Source: an optimization exercise on an open RTL-to-GDS flow (aim: small area). Production flows keep margins and buffers that such runs may drop. Function was checked by simulation only, so behaviour that the tests miss may differ from the original. No driver is modelled on the clock port, so clocking that relies on it looks cheaper here than on a real chip. Power is estimated from default activity; no workload was simulated.

== run A ==
## parking_meter_top
module parking_meter_top(
    input clk,
    input reset,
    input buttonU, buttonL, buttonR, buttonD,
    input switch0, switch1,
    output [3:0] an,
    output [6:0] sseg
);
Size in the first run: roughly 420 cells after synthesis, ~96 flip-flops, ~19 I/O pins, ~3900 um2 of cells after synthesis.
Settings: LEC_CHECK=0, CAP_MARGIN=20, CORE_MARGIN=2, CORE_UTILIZATION=75, SLEW_MARGIN=20; clock period 10.0 ns.
standard.sh (not shown) runs the stock make flow with config.mk's settings and CLKGATE_MAP_FILE= SYNTH_SCRIPT=/design/flow/synth_recipe.tcl, a recipe that flattens the netlist after the stock synthesis.
==> flow/flow/run.sh <==
#!/bin/bash
# Layout: the standard flow (standard synthesis unchanged), with these changes:
#  - port buffers are the smallest buffer, sky130_fd_sc_hd__buf_1;
#  - the clock tree is built by flow/clock_tree.tcl just before the CTS step
#    (which then adds nothing): 6 leaf clock buffers (clkbuf_8), one per group
#    of nearby clock sinks, driven by one root clock buffer (clkbuf_2).
# Each run's full output goes to a log file here; ORFS keeps per-step logs in orfs/logs/.
set -euo pipefail
here=$(pwd)
export BUFFER_PORTS_ARGS="-buffer_cell sky130_fd_sc_hd__buf_1"
export PRE_CTS_TCL="$here/flow/clock_tree.tcl"
export CLOCK_NX=3
export CLOCK_NY=2
export CLOCK_LEAF_BUFFER=sky130_fd_sc_hd__clkbuf_8
export CLOCK_ROOT_BUFFER=sky130_fd_sc_hd__clkbuf_2
export CTS_ARGS="-sink_clustering_enable -dont_use_dummy_load"
bash standard.sh synth > synth.log 2>&1
bash standard.sh > layout.log 2>&1
==> flow/flow/clock_tree.tcl <==
set block [ord::get_db_block]
set dbu [$block getDbUnitsPerMicron]
set nx $::env(CLOCK_NX)
set ny $::env(CLOCK_NY)
set sinks {}
foreach pin [get_pins -of_objects [get_nets clk]] {
  if {[get_property $pin direction] ne "input"} { continue }
  set loc [[sta::sta_to_db_inst [$pin instance]] getLocation]
  lappend sinks [list [lindex $loc 0] [lindex $loc 1] $pin]
}
set sinks [lsort -integer -index 0 $sinks]
set n [llength $sinks]
set groups {}
for {set c 0} {$c < $nx} {incr c} {
  set col [lsort -integer -index 1 [lrange $sinks [expr {$c * $n / $nx}] [expr {($c + 1) * $n / $nx - 1}]]]
  set m [llength $col]
  for {set r 0} {$r < $ny} {incr r} {
    lappend groups [lrange $col [expr {$r * $m / $ny}] [expr {($r + 1) * $m / $ny - 1}]]
  }
}
set nets [list clk]
set leaves {}
set i 0
set lx 0.0
set ly 0.0
foreach g $groups {
  if {[llength $g] == 0} { continue }
  set sx 0.0
  set sy 0.0
  set pins {}
  foreach s $g {
    set sx [expr {$sx + [lindex $s 0]}]
    set sy [expr {$sy + [lindex $s 1]}]
    lappend pins [lindex $s 2]
  }
  set cx [expr {$sx / [llength $g] / $dbu}]
  set cy [expr {$sy / [llength $g] / $dbu}]
  set lx [expr {$lx + $cx}]
  set ly [expr {$ly + $cy}]
  insert_buffer -buffer_cell $::env(CLOCK_LEAF_BUFFER) -net clk -load_pins $pins \
    -location [list $cx $cy] -buffer_name clkleaf$i -net_name clkleaf${i}_net
  puts "clock group $i: [llength $g] sinks, buffer at ($cx, $cy)"
  incr i
}
set_propagated_clock [all_clocks]
foreach pin [get_pins -of_objects [get_nets clk]] {
  if {[get_property $pin direction] eq "output"} { continue }
  lappend leaves $pin
  lappend nets [get_full_name [get_nets -of_objects [get_pins [get_full_name [$pin instance]]/X]]]
}
if {[info exists ::env(CLOCK_ROOT_BUFFER)] && $::env(CLOCK_ROOT_BUFFER) ne ""} {
  insert_buffer -buffer_cell $::env(CLOCK_ROOT_BUFFER) -net clk -load_pins $leaves \
    -location [list [expr {$lx / $i}] [expr {$ly / $i}]] -buffer_name clkroot -net_name clkroot_net
  foreach pin [get_pins -of_objects [get_nets clk]] {
    if {[get_property $pin direction] eq "output"} { continue }
    lappend nets [get_full_name [get_nets -of_objects [get_pins [get_full_name [$pin instance]]/X]]]
  }
}
puts "clock nets: $nets"
set_cts_config -skip_nets $nets
Input-level comparison between run B and run A:
Settings: swapping 75 for 60 in CORE_UTILIZATION.
diff --git a/flow/flow/run.sh b/flow/flow/run.sh
--- a/flow/flow/run.sh
+++ b/flow/flow/run.sh
@@ -10,8 +10,8 @@
 export BUFFER_PORTS_ARGS="-buffer_cell sky130_fd_sc_hd__buf_1"
 export PRE_CTS_TCL="$here/flow/clock_tree.tcl"
-export CLOCK_NX=3
+export CLOCK_NX=5
 export CLOCK_NY=2
-export CLOCK_LEAF_BUFFER=sky130_fd_sc_hd__clkbuf_8
-export CLOCK_ROOT_BUFFER=sky130_fd_sc_hd__clkbuf_2
+export CLOCK_LEAF_BUFFER=sky130_fd_sc_hd__clkbuf_4
+export CLOCK_ROOT_BUFFER=sky130_fd_sc_hd__clkbuf_4
 export CTS_ARGS="-sink_clustering_enable -dont_use_dummy_load"
 bash standard.sh synth > synth.log 2>&1
==> comparison <==
Run B: die width is about 11% higher than what run A reported. Measured against each other, run B and run A differ in detailed-routing iteration count for the pre-antenna-repair pass, the lower figure coming from run B. From run A to run B the numbers moved as follows: count of placed standard cells including taps picked up an extra 1.4%, wire length of the first global-routing pass dropped about 5%. The run with more setup slack is run A; run B has less. Hold slack essentially unchanged between run B and run A. Between run A and run B, the fraction of area in multi-input gates figures differ only marginally. Run B vs. run A: final cycle utilization of the critical path now larger, met1 capacity usage during global routing shrank by 7.4 points.
### run B -> run C
diff --git a/flow/flow/run.sh b/flow/flow/run.sh
--- a/flow/flow/run.sh
+++ b/flow/flow/run.sh
@@ -10,8 +10,8 @@
 export BUFFER_PORTS_ARGS="-buffer_cell sky130_fd_sc_hd__buf_1"
 export PRE_CTS_TCL="$here/flow/clock_tree.tcl"
-export CLOCK_NX=5
+export CLOCK_NX=3
 export CLOCK_NY=2
-export CLOCK_LEAF_BUFFER=sky130_fd_sc_hd__clkbuf_4
-export CLOCK_ROOT_BUFFER=sky130_fd_sc_hd__clkbuf_4
+export CLOCK_LEAF_BUFFER=sky130_fd_sc_hd__clkbuf_8
+export CLOCK_ROOT_BUFFER=sky130_fd_sc_hd__clkbuf_2
 export CTS_ARGS="-sink_clustering_enable -dont_use_dummy_load"
 bash standard.sh synth > synth.log 2>&1
==> comparison <==
In run C, the met2 usage in global routing came out 0.57 points below the value in run B.
Diff run B -> run C: number of nets in the final layout down 4, final routed wirelength across all metal layers down 50 um, synthesized area flat, power after layout up about 0.4%.

* * *

## main
Another version of the RTL of parking_meter_top (not shown whole).
Size in the first run: ~440 cells after synthesis, ~96 flip-flops, ~19 I/O pins, ~4000 sq um of cells after synthesis.
==> flow/design.v (excerpt) <==
module parking_meter_top(
    input clk,
    input reset,
    input buttonU, buttonL, buttonR, buttonD,
    input switch0, switch1,
    output [3:0] an,
    output [6:0] sseg
);
    wire dU, dL, dR, dD, dS0, dS1;
    button_debouncer db0 (.clk(clk), .reset(reset), .in(buttonU), .state(dU));
    button_debouncer db1 (.clk(clk), .reset(reset), .in(buttonL), .state(dL));
    button_debouncer db2 (.clk(clk), .reset(reset), .in(buttonR), .state(dR));
    button_debouncer db3 (.clk(clk), .reset(reset), .in(buttonD), .state(dD));
    button_debouncer db4 (.clk(clk), .reset(reset), .in(switch0), .state(dS0));
    button_debouncer db5 (.clk(clk), .reset(reset), .in(switch1), .state(dS1));
    reg [8:0] A;
    reg [4:0] B;
    wire b24 = B[4] & B[3];                     
    wire b23 = B[4] & B[2] & B[1] & B[0];       
    wire tick    = (A == 9'd8) & b24;                        
    wire fast_ev = (A[7:0] == 8'd7) & b23;                   
    wire go      = (A == 9'd82) & b23;                       
    wire stop    = (A[5:0] == 6'd15);
    wire rot     = (A[3:0] == 4'd15);
    wire [1:0] sel = A[5:4];
    always @(posedge clk) begin
        if (reset) begin
            A <= 9'd8;
            B <= 5'd24;
        end else begin
            A <= A + 1'b1;
            B <= b24 ? 5'd0 : B + 1'b1;
        end
    end
    reg [15:0] R;
  ...
export LEC_CHECK = 0
export CAP_MARGIN = 20
export CORE_MARGIN = 2
export CORE_UTILIZATION = 60
export CTS_BUF_LIST = sky130_fd_sc_hd__clkbuf_8
export CTS_CLUSTER_SIZE = 30
export SLEW_MARGIN = 20
create_clock -name core_clock -period 10.0 [get_ports {clk}]
run.sh (not shown) runs the stock make flow with config.mk's settings and CLKGATE_MAP_FILE= SYNTH_SCRIPT=/design/flow/synth_recipe.tcl, a recipe that flattens the netlist after the stock synthesis.
Stock flow here: none of the scripts above is used.
Looking at the reports, main completed the entire flow and the layout it produced met the timing, DRC and antenna checks.
The inputs of the feature branch differ from those of main as listed below.
Settings: removing CTS_CLUSTER_SIZE (formerly 30); removing CTS_BUF_LIST (formerly sky130_fd_sc_hd__clkbuf_8).
==> flow/flow/run.sh (new file) <==
#!/bin/bash
# Layout: the standard flow (standard synthesis unchanged), with two changes:
#  - port buffers are the smallest buffer, sky130_fd_sc_hd__buf_1;
#  - clock tree synthesis uses clkbuf_8 and inserts no dummy loads.
# The output of each run goes to a log file here; ORFS keeps per-step logs in orfs/logs/.
set -euo pipefail
export BUFFER_PORTS_ARGS="-buffer_cell sky130_fd_sc_hd__buf_1"
export CTS_ARGS="-sink_clustering_enable -repair_clock_nets -dont_use_dummy_load -sink_clustering_size 30 -buf_list sky130_fd_sc_hd__clkbuf_8"
bash standard.sh synth > synth.log 2>&1
bash standard.sh > layout.log 2>&1
==> flow/standard.sh (new file) <==
#!/bin/bash
# synth_recipe.tcl (not shown) runs the flow's synth.tcl, then flattens the netlist and writes it again
# the make line also repeats each setting of config.mk as NAME=value (left out here)
make -C /OpenROAD-flow-scripts/flow DESIGN_CONFIG=/design/flow/config.mk WORK_HOME=/design/flow/orfs CLKGATE_MAP_FILE= SYNTH_SCRIPT=/design/flow/synth_recipe.tcl "${@:-finish}"
removed: flow/run.sh
Notes after the runs:
Taking main as the reference, in the feature branch register-to-register slack shrank by 60 ps, achievable frequency grew by about 4%, worst-case headroom to the max-slew limit shrank by 11 points, cell area power density shrank by 6.9%. Reported for main and the feature branch, die area turned out identical to the last digit. Cmp the feature branch vs main: maximum fanout along the worst path higher in the feature branch.

* * *

Setup of v6:
RTL: one of the versions met above, not the one the previous note started from.
For scale: roughly 420 cells after synthesis, ~19 I/O pins, ~0.0039 sq mm of cells after synthesis.
Design parking_meter_top, start of the top module:
module parking_meter_top(
    input clk,
    input reset,
    input buttonU, buttonL, buttonR, buttonD,
    input switch0, switch1,
    output [3:0] an,
    output [6:0] sseg
);
Settings: LEC_CHECK=0, CAP_MARGIN=20, CORE_MARGIN=2, CORE_UTILIZATION=60, SLEW_MARGIN=20; clock period 10.0 ns.
standard.sh (not shown) runs the stock make flow with config.mk's settings and CLKGATE_MAP_FILE= SYNTH_SCRIPT=/design/flow/synth_recipe.tcl, a recipe that flattens the netlist after the stock synthesis.
==> flow/flow/run.sh <==
#!/bin/bash
# Layout: the standard flow (standard synthesis unchanged), with these changes:
#  - port buffers are the smallest buffer, sky130_fd_sc_hd__buf_1;
#  - the clock tree is built by flow/clock_tree.tcl just before the CTS step
#    (which then adds nothing): 10 leaf clock buffers (clkbuf_4), one per group
#    of nearby clock sinks, driven by one root clock buffer (clkbuf_4).
# Each run's full output goes to a log file here; ORFS keeps per-step logs in orfs/logs/.
set -euo pipefail
here=$(pwd)
export BUFFER_PORTS_ARGS="-buffer_cell sky130_fd_sc_hd__buf_1"
export PRE_CTS_TCL="$here/flow/clock_tree.tcl"
export CLOCK_NX=5
export CLOCK_NY=2
export CLOCK_LEAF_BUFFER=sky130_fd_sc_hd__clkbuf_4
export CLOCK_ROOT_BUFFER=sky130_fd_sc_hd__clkbuf_4
export CTS_ARGS="-sink_clustering_enable -dont_use_dummy_load"
bash standard.sh synth > synth.log 2>&1
bash standard.sh > layout.log 2>&1
Scripts as last shown in full above: flow/flow/clock_tree.tcl
--- input diff v6..v7 ---
- CORE_UTILIZATION changed from 60 to 75
--- a/flow/flow/run.sh
+++ b/flow/flow/run.sh
@@ -3,6 +3,6 @@
 #  - port buffers are the smallest buffer, sky130_fd_sc_hd__buf_1;
 #  - the clock tree is built by flow/clock_tree.tcl just before the CTS step
-#    (which then adds nothing): 10 leaf clock buffers (clkbuf_4), one per group
-#    of nearby clock sinks, driven by one root clock buffer (clkbuf_4).
+#    (which then adds nothing): 6 leaf clock buffers (clkbuf_8), one per group
+#    of nearby clock sinks, driven by one root clock buffer (clkbuf_2).
 # Each run's full output goes to a log file here; ORFS keeps per-step logs in orfs/logs/.
 set -euo pipefail
@@ -10,5 +10,5 @@
 export BUFFER_PORTS_ARGS="-buffer_cell sky130_fd_sc_hd__buf_1"
 export PRE_CTS_TCL="$here/flow/clock_tree.tcl"
-export CLOCK_NX=5
+export CLOCK_NX=4
 export CLOCK_NY=2
 export CLOCK_LEAF_BUFFER=sky130_fd_sc_hd__clkbuf_4
==> comparison <==
v7 vs v6 — post-layout minimum cycle time dropped 0.061 ns.
Result: PASS for each of v7 and v6
Lower number of DRC markers after the initial detailed-route iteration goes to v6 over v7.
Changes observed in v7 relative to v6: total chip power fell by 1.8%; final design utilization rose by 16 points; routed wire length rose by about 2%; net total in the final layout fell by 2; final critical-path share of the clock period fell by 0.61 points.
Higher global-route usage goes to v7 over v6.
Any difference in clock-pin slew of the registers on the worst-case setup and hold paths between v7 and v6 is small enough to ignore.
Internal power of the cells came out lower on v7 than on v6.
v6 fits on a die that is larger than the die of v7.

## afterwards: timing with drivers on the ports
How much do the figures lean on ideal ports? The routed layouts below were timed once more, with nothing changed but the port constraints. Step 1 sets driving cells, clkbuf_16 on the clock port and buf_2 on the other inputs (assumed; they add their load-dependent delay and slew). Step 2 adds t to the input delays and takes it off the output delays; t is the mean of the earliest and latest rising clock arrival at the registers after step 1. Input paths then give back, and output paths get back, about the clock's delay inside the block. Slacks: no drivers / after step 1 / after step 2; pairs: no drivers / after step 1.
run	shift t [ns]	setup WS [ns]	hold WS [ns]	worst setup path after step 2	pins driven straight from the clock port
run A	0.498	3.044 / 3.022 / 3.520	0.373 / 0.373 / 0.373	register to output	1
run B	0.454	3.004 / 2.977 / 3.431	0.371 / 0.371 / 0.371	register to output	1
run C	0.508	2.970 / 2.945 / 3.452	0.368 / 0.368 / 0.368	register to output	1
main	0.374	2.857 / 2.828 / 3.202	0.369 / 0.369 / 0.369	register to output	1
the feature branch	0.370	3.135 / 3.105 / 3.476	0.342 / 0.342 / 0.342	register to output	1
v6	0.454	3.004 / 2.977 / 3.431	0.371 / 0.371 / 0.371	register to output	1
v7	0.435	3.065 / 3.041 / 3.476	0.367 / 0.367 / 0.367	register to output	1
After both steps setup and hold are still met in every run listed.
